Source: an optimization exercise on an open RTL-to-GDS flow (aim: small area, a short achievable clock period and few clock cycles). Production flows keep margins and buffers that such runs may drop. No functional check of the RTL was part of any run shown here.

## flow/design.v (module list and top-level ports; edited modules follow where they fit)
// module dual_port_RAM_0: 14 lines
// module row_pass: 251 lines
// module col_pass: 260 lines
// module M2: 255 lines
module M2 (
	input  logic        Clock_50,
	input  logic        Resetn,
	input  logic [15:0] SRAM_read_data,
	input  logic        M2_start,
	output logic        SRAM_we_n,
	output logic        M2_done,
	output logic [15:0] SRAM_write_data,
	output logic [17:0] SRAM_address
);
  // ...
==> flow/run.sh <==
#!/bin/bash
# synth_recipe.tcl (not shown) runs the flow's synth.tcl, then flattens the netlist and writes it again
# the make line also repeats each setting of config.mk as NAME=value (left out here)
make -C /OpenROAD-flow-scripts/flow DESIGN_CONFIG=/design/flow/config.mk WORK_HOME=/design/flow/orfs CLKGATE_MAP_FILE= SYNTH_SCRIPT=/design/flow/synth_recipe.tcl finish
==> flow/config.mk <==
export PLATFORM = sky130hd
export DESIGN_NAME = M2
export DESIGN_NICKNAME = M2
export VERILOG_FILES = /design/flow/design.v
export SDC_FILE = /design/flow/constraint.sdc
export NUM_CORES = 8
export LEC_CHECK = 0
export CAP_MARGIN = 60
export CORE_MARGIN = 2
export CORE_UTILIZATION = 40
export SETUP_SLACK_MARGIN = 5
export SLEW_MARGIN = 60
export SYNTH_MEMORY_MAX_BITS = 4096
==> flow/constraint.sdc <==
create_clock -name core_clock -period 12.0 [get_ports {Clock_50}]
set_input_delay 2.4000 -clock core_clock [delete_from_list [all_inputs] [get_ports {Clock_50}]]
set_output_delay 2.4000 -clock core_clock [all_outputs]
set_load 0.01 [all_outputs]
==> parameters.txt, run 1 <==
Parameter                              Value

Yosys
  Post-synth top area share ... 29.45%
  Most numerous cell types in the synthesized netlist ... sky130_fd_sc_hd__inv_1 (2033), sky130_fd_sc_hd__edfxtp_1 (1622), sky130_fd_sc_hd__dfxtp_1 (1219), sky130_fd_sc_hd__fa_1 (1135), sky130_fd_sc_hd__nor2_1 (812)
  Post-synth EDFFs ... 1622
  Fraction of registers with async set/reset ... 5.268%
  Mux cell area share after synthesis ... 7.625%
  Cell with the most instances after synthesis ... sky130_fd_sc_hd__inv_1
  Compound-gate portion of the synthesized area ... under 10%

Finish
  Count of non-CTS buffers in the layout ... 293
  Total number of multi-input combinational cells ... 8052
  Nonclk inv count ... 2040
  Fraction of standard cell area that is sequential ... 41.54%
  Final sequential cell count ... 2999
  Commonest non-fill, non-tap cells in the layout ... sky130_fd_sc_hd__inv_1 (2028), sky130_fd_sc_hd__edfxtp_1 (1622), sky130_fd_sc_hd__dfxtp_1 (1140), sky130_fd_sc_hd__fa_1 (1135), sky130_fd_sc_hd__ha_1 (766)
  Share of cells above drive strength 1 ... 12.53%
  Area of all placed cells without fillers ... 0.1859 sq mm
  Most frequent standard cell in the layout excluding fill and tap cells ... sky130_fd_sc_hd__inv_1

STA
  Setup repair after global routing missed its margin ... false
  Max_slew headroom ... 56.87%
  Worst hold slack across all endpoints ... 408.0 ps
  Final-layout setup total negative slack ... 0 ps

Detailed routing
  Number of iterations in the first detailed-routing pass ... 8
  Residual DRC count ... 0

Global routing
  Gr usage total ... between 20% and 30%
  Maximum number of pins on one net before global-route repair ... 91
  Final global-route overflow total ... 0

Critical path
  Cell type of the slowest stage on the worst timing path ... sky130_fd_sc_hd__fa_1
  Worst setup path class ... flip-flop to flip-flop
  Kind of start point of the critical path ... flip-flop
  Number of buffers and inverters on the critical path ... 6
  Top cell by count, worst path ... sky130_fd_sc_hd__a21o_1
  Largest delay share family, worst path ... compound AO/OA/AOI/OAI gates

Floorplan
  # rows ... 236
  Starting Density ... 40.09%

Clocking
  Clock sink total ... 2999
  Post-CTS repair timing setup buffer count ... 0

Run status
  Result of the run ... finished clean

Flow run
  Max-cap check violation count ... 0

Placement
  Placed cells ... 18.85k
  Placed cell areas ... 0.1745 sq mm
==> run 2: changes to the inputs <==
==> flow/flow/run.sh (new file) <==
#!/bin/bash
# The standard layout, with timing repair aiming at 7.5 ns of setup slack
# (4.5 ns paths) instead of 0.  The clock period and constraints are the standard flow's.
set -euo pipefail
bash standard.sh SETUP_SLACK_MARGIN=7.5 finish > standard.log 2>&1
==> flow/standard.sh (new file) <==
#!/bin/bash
# synth_recipe.tcl (not shown) runs the flow's synth.tcl, then flattens the netlist and writes it again
# the make line also repeats each setting of config.mk as NAME=value (left out here)
make -C /OpenROAD-flow-scripts/flow DESIGN_CONFIG=/design/flow/config.mk WORK_HOME=/design/flow/orfs CLKGATE_MAP_FILE= SYNTH_SCRIPT=/design/flow/synth_recipe.tcl "${@:-finish}"
==> flow/config.mk (replaced) <==
export PLATFORM = sky130hd
export DESIGN_NAME = M2
export DESIGN_NICKNAME = M2
export VERILOG_FILES = /design/flow/design.v
export SDC_FILE = /design/flow/constraint.sdc
export NUM_CORES = 8
export LEC_CHECK = 0
export CAP_MARGIN = 20
export CORE_MARGIN = 2
export CORE_UTILIZATION = 40
export SLEW_MARGIN = 20
export SYNTH_MEMORY_MAX_BITS = 4096
removed: flow/run.sh
==> run 2 against run 1 <==
  * Still clean
  * Worst setup slack improved by 960 ps
  * Largest cell class unchanged
  * Critical path type unchanged
  * Hold slack gained 10 ps
==> parameters.txt, run 2 <==
Parameter                              Value

Run status
  Result of the run ... finished clean (unchanged)

Finish
  Filler instances ... 37.41k (was 37.39k)
  Final std cells w/o fill ... 19.51k (was 19.47k)
  Number of flip-flops in the largest register ... 1408 (unchanged)
  Top flop regs ... tbuf.mem: 1408 flops, stg: 176 flops (unchanged)
  Commonest non-fill, non-tap cells in the layout ... sky130_fd_sc_hd__inv_1 (2033), sky130_fd_sc_hd__edfxtp_1 (1622), sky130_fd_sc_hd__dfxtp_1 (1185), sky130_fd_sc_hd__fa_1 (1135), sky130_fd_sc_hd__ha_1 (769) (was sky130_fd_sc_hd__inv_1 (2028), sky130_fd_sc_hd__edfxtp_1 (1622), sky130_fd_sc_hd__dfxtp_1 (1140), sky130_fd_sc_hd__fa_1 (1135), sky130_fd_sc_hd__ha_1 (766))
  Area of all placed cells without fillers ... 0.1856 sq mm (was 0.1859 sq mm)
  Fin nets ... 15.68k (was 15.64k)
  Share of cells above drive strength 1 ... 11.92% (was 12.53%)
  Signed area change from the synthesized netlist to the final layout ... 12.26% (was 12.44%)
  Most frequent standard cell in the layout excluding fill and tap cells ... sky130_fd_sc_hd__inv_1 (unchanged)
  Core utilization of the finished layout ... 45.00% (was 45.07%)
  Register ranked first by flip-flop count ... tbuf.mem (unchanged)

Clocking
  Hold buffer count at cts ... 0 (unchanged)
  Clk slew on worst S/H paths ... 60 ps (about the same)
  H-tree levels ... 5 (unchanged)
  Root Driver ... sky130_fd_sc_hd__clkbuf_16 (unchanged)
  Clock buffers created by TritonCTS ... 326 (was 329)
  Clock tree from TritonCTS ... built (unchanged)
  Source-to-sink clock delay at the later pin of the worst-skew pair ... 980 ps (about the same)
  Clock sink total ... 2999 (unchanged)
  Maximum clock insertion buffer count ... 4 (unchanged)

Yosys
  Average footprint of a synthesized cell ... 12.11 sq um (unchanged)
  Share of synthesized area occupied by flip-flops and latches ... 46.61% (unchanged)
  Post-synth top area share ... 29.45% (unchanged)
  Cell taking the most area after synthesis ... sky130_fd_sc_hd__edfxtp_1 (unchanged)
  Fraction of registers with async set/reset ... 5.268% (unchanged)
  Distinct cells, synth ... 98 (unchanged)
  Post-synth EDFFs ... 1622 (unchanged)
  Synth Instances ... 13.66k (unchanged)
  Count of synthesis-stage warnings from yosys ... 26 (unchanged)
  Cell Area, Synth ... 0.1654 sq mm (unchanged)
  Most instantiated flip-flop cell in the synthesis netlist ... sky130_fd_sc_hd__edfxtp_1 (unchanged)
  Number of synthesized register bits ... 2999 (unchanged)
  Synth area leaders ... sky130_fd_sc_hd__edfxtp_1 (29%), sky130_fd_sc_hd__dfxtp_1 (15%), sky130_fd_sc_hd__fa_1 (14%) (unchanged)
  Most numerous cell types in the synthesized netlist ... sky130_fd_sc_hd__inv_1 (2033), sky130_fd_sc_hd__edfxtp_1 (1622), sky130_fd_sc_hd__dfxtp_1 (1219), sky130_fd_sc_hd__fa_1 (1135), sky130_fd_sc_hd__nor2_1 (812) (unchanged)
  Cell with the most instances after synthesis ... sky130_fd_sc_hd__inv_1 (unchanged)

Critical path
  Critical R2R Launch ... rpass.clr$_DFF_P_ (was cpass.nb$_SDFF_PP0_)
  Number of buffers and inverters on the critical path ... 5 (was 6)
  Launch point of the worst path ... rpass.clr$_DFF_P_ (was cpass.nb$_SDFF_PP0_)
  Signal arrival time at the worst endpoint ... 5330 ps (was 6250 ps)
  Number of stages on the worst setup path ... 18 (was 19)
  Critical path, cell by cell ... buf_4 > buf_12 > buf_16 > buf_16 > nand2b_1 > fa_1 > inv_1 > ha_1 > a21o_1 > a21o_1 > a21oi_2 > o21ai_1 > a21oi_2 > or4b_2 > o21ai_4 > o2111ai_2 > a21oi_2 > xnor2_1 (was buf_12 > buf_16 > buf_16 > buf_8 > buf_16 > xnor2_1 > fa_1 > inv_1 > ha_1 > a21o_1 > a21o_1 > a21o_1 > a21o_1 > a21oi_1 > o22ai_1 > a21oi_2 > o21ai_0 > o41ai_1 > xnor2_1)
  Largest delay share family, worst path ... compound AO/OA/AOI/OAI gates (unchanged)
  Top cell by count, worst path ... sky130_fd_sc_hd__a21oi_2 (was sky130_fd_sc_hd__a21o_1)
  Cell type of the slowest stage on the worst timing path ... sky130_fd_sc_hd__or4b_2 (was sky130_fd_sc_hd__fa_1)
  Delay of the slowest cell on the worst path ... 650 ps (was 540 ps)
  Worst setup path class ... flip-flop to flip-flop (unchanged)
  Required time worst endpoint ... 12870 ps (was 12830 ps)
  Category of the worst setup path capture point ... flip-flop (unchanged)
  Register-to-Register Path Depth ... 18 (was 19)
  Critical path peak fanout ... 35 (was 53)
  Kind of start point of the critical path ... flip-flop (unchanged)

Detailed routing
  Vias per cell ... 5.196 (was 5.161)
  Drt initial violations ... 9453 (was 9163)
  Wire length per cell after detailed routing ... 22.67 um (was 22.38 um)
  Final antenna-violating net count ... 0 (unchanged)
  Number of iterations in the first detailed-routing pass ... 6 (was 8)
  Residual DRC count ... 0 (unchanged)
  Total routed wirelength ... 442300 um (was 435800 um)
  Total via count in the routed design ... 101.4k (was 100.5k)

Global routing
  Gr usage total ... 21.00% (was 20.86%)
  Maximum number of pins on one net before global-route repair ... 128 (was 91)
  Via count of the first global-routing pass ... 103.2k (was 102.8k)
  Initial antenna violation count ... 22 (was 23)
  Final global-route overflow total ... 0 (unchanged)
  Global-route wire length before repair ... 662800 um (was 660300 um)

Placement
  Placed cell areas ... 0.1725 sq mm (was 0.1745 sq mm)
  Placed cells ... 18.80k (was 18.85k)
  Final HPWL from detailed placement ... 305200 um (was 311500 um)
  IO buf count ... 54 (unchanged)
  GPL Wtd Cong ... 0.9208 (was 0.9164)

Min path
  Worst hold stages ... 1 (unchanged)
  Hold wc startpoint ... rpass.p1[0]$_DFF_P_ (unchanged)
  Hold/Removal Path Class ... flip-flop to flip-flop (unchanged)

STA
  Worst clock skew on the final layout ... 88.19 ps (was 101.9 ps)
  Crit path time final ... 4460 ps (was 5424 ps)
  Final setup violating endpoints ... 0 (unchanged)
  Tightest Pin Transition ... 1092 ps (was 645.6 ps)
  Number of failing hold endpoints at the final stage ... 0 (unchanged)
  Period utilization ... 37.17% (was 45.20%)
  Fin. max-slew vios ... 0 (unchanged)
  Setup repair after global routing missed its margin ... true (was false)
  Final-layout setup total negative slack ... 0 ps (unchanged)
  Max_slew headroom ... 27.17% (was 56.87%)
  Achievable Freq ... 224.2 MHz (was 184.4 MHz)

Flow run
  Max-cap check violation count ... 0 (unchanged)

Floorplan
  # rows ... 236 (unchanged)
  Starting Density ... 40.09% (unchanged)
  Floorplan die height ... 647.0 um (unchanged)
  Top-level I/O count ... 55 (unchanged)
  Core footprint ... 0.4125 sq mm (unchanged)
  Die area ... 0.4186 sq mm (unchanged)
  Die X ... 647.0 um (unchanged)
[run 2: cell counts after synthesis]
Identical to the previous run, type by type.
[run 2: final cells by class]
class	instances	area, sq um	share of cell area (%)
multi-input combinational	8052	79360	42.75
clock buffer	439	8955	4.824
timing repair buffer	331	3612	1.946
clock inverter	166	1998	1.076
tap	5474	6849	3.689
sequential	2999	77150	41.56
antenna	12	30.03	0.01618
inverter	2040	7689	4.142
[run 2: repair_timing]
action                                  in CTS  in global routing
pin swaps                                   13                 21
buffers inserted                            38                 40
cloned                                      12                  6
endpoints found under the setup margin     652                166
resized for setup                          124                 88
[run 2: per-stage QoR]
stage                     hold slack (ps)  setup WS, ps
after floorplan                     331.2          7538
after global placement              394.1          5828
after detailed placement            403.5          5769
after CTS                           411.3          7465
after global routing                425.7          7394
final                               418.4          7540
[run 2: path summary, 6_finish.rpt]
path / end / slack [ps]
worst min-delay path: rpass.clr$_DFF_P_ / 420
worst max register to register: rpass.rb[3][29]$_DFF_P_ / 7540
min in group asynchronous: waddr[16]$_DFFE_PN0P_ / 1490
worst min register to register: rpass.clr$_DFF_P_ / 420
max in group asynchronous: q[2]$_DFFE_PN0P_ / 9310
worst max-delay path: rpass.rb[3][29]$_DFF_P_ / 7540
[run 2: worst register-to-register path, cell delays in order (launching register included)]
cell and delay [ps]:
sky130_fd_sc_hd__dfxtp_4 400, sky130_fd_sc_hd__buf_4 160, sky130_fd_sc_hd__buf_12 150, sky130_fd_sc_hd__buf_16 190
sky130_fd_sc_hd__buf_16 250, sky130_fd_sc_hd__nand2b_1 160, sky130_fd_sc_hd__fa_1 490, sky130_fd_sc_hd__inv_1 50
sky130_fd_sc_hd__ha_1 340, sky130_fd_sc_hd__a21o_1 180, sky130_fd_sc_hd__a21o_1 200, sky130_fd_sc_hd__a21oi_2 190
sky130_fd_sc_hd__o21ai_1 110, sky130_fd_sc_hd__a21oi_2 190, sky130_fd_sc_hd__or4b_2 650, sky130_fd_sc_hd__o21ai_4 230
sky130_fd_sc_hd__o2111ai_2 190, sky130_fd_sc_hd__a21oi_2 170, sky130_fd_sc_hd__xnor2_1 120
[run 2: metal layers]
layer  GRT usage, %  part of all wire [%]
met1          29.03                    43
met2          34.62                    47
met3          2.699                   6.3
met4          6.056                   3.1
met5              0                 0.013
[run 2: cells by family after synthesis]
logic type / share of synthesized area, %
AOI/OAI and AO/OA: 6.751
xor gates and xnor gates: 6.181
adders and majority gates: 19.66
buffers and inverters: 5.928
DFF: 46.61
muxes: 7.625
other: 0.004541
and+or+nand+nor: 7.246

==> what the ideal ports hide <==
No port has a modelled driver above. Below, the same layouts with a new extraction and two added sets of constraints. Step 1 sets driving cells, clkbuf_16 on the clock port and buf_2 on the other inputs (assumed; they add their load-dependent delay and slew). Step 2 also shifts input and output timing later by t, the mid clock arrival at the registers, as if the neighbouring blocks saw the same clock. Three values: ideal ports, drivers, drivers and shift; two values: the first two.
| run | shift t [ns] | setup slack, ns | worst hold slack (ns) | latest minus earliest clock arrival (ns) | worst slew at a driven data input, ns |
|---|---|---|---|---|---|
| run 1 | 1.022 | 6.576 / 6.576 / 6.576 | 0.408 / 0.408 / 0.408 | 0.118 / 0.119 | 0.04 |
| run 2 | 1.024 | 7.540 / 7.538 / 7.540 | 0.418 / 0.418 / 0.418 | 0.118 / 0.119 | 0.07 |
After both steps setup and hold are still met in every run listed.
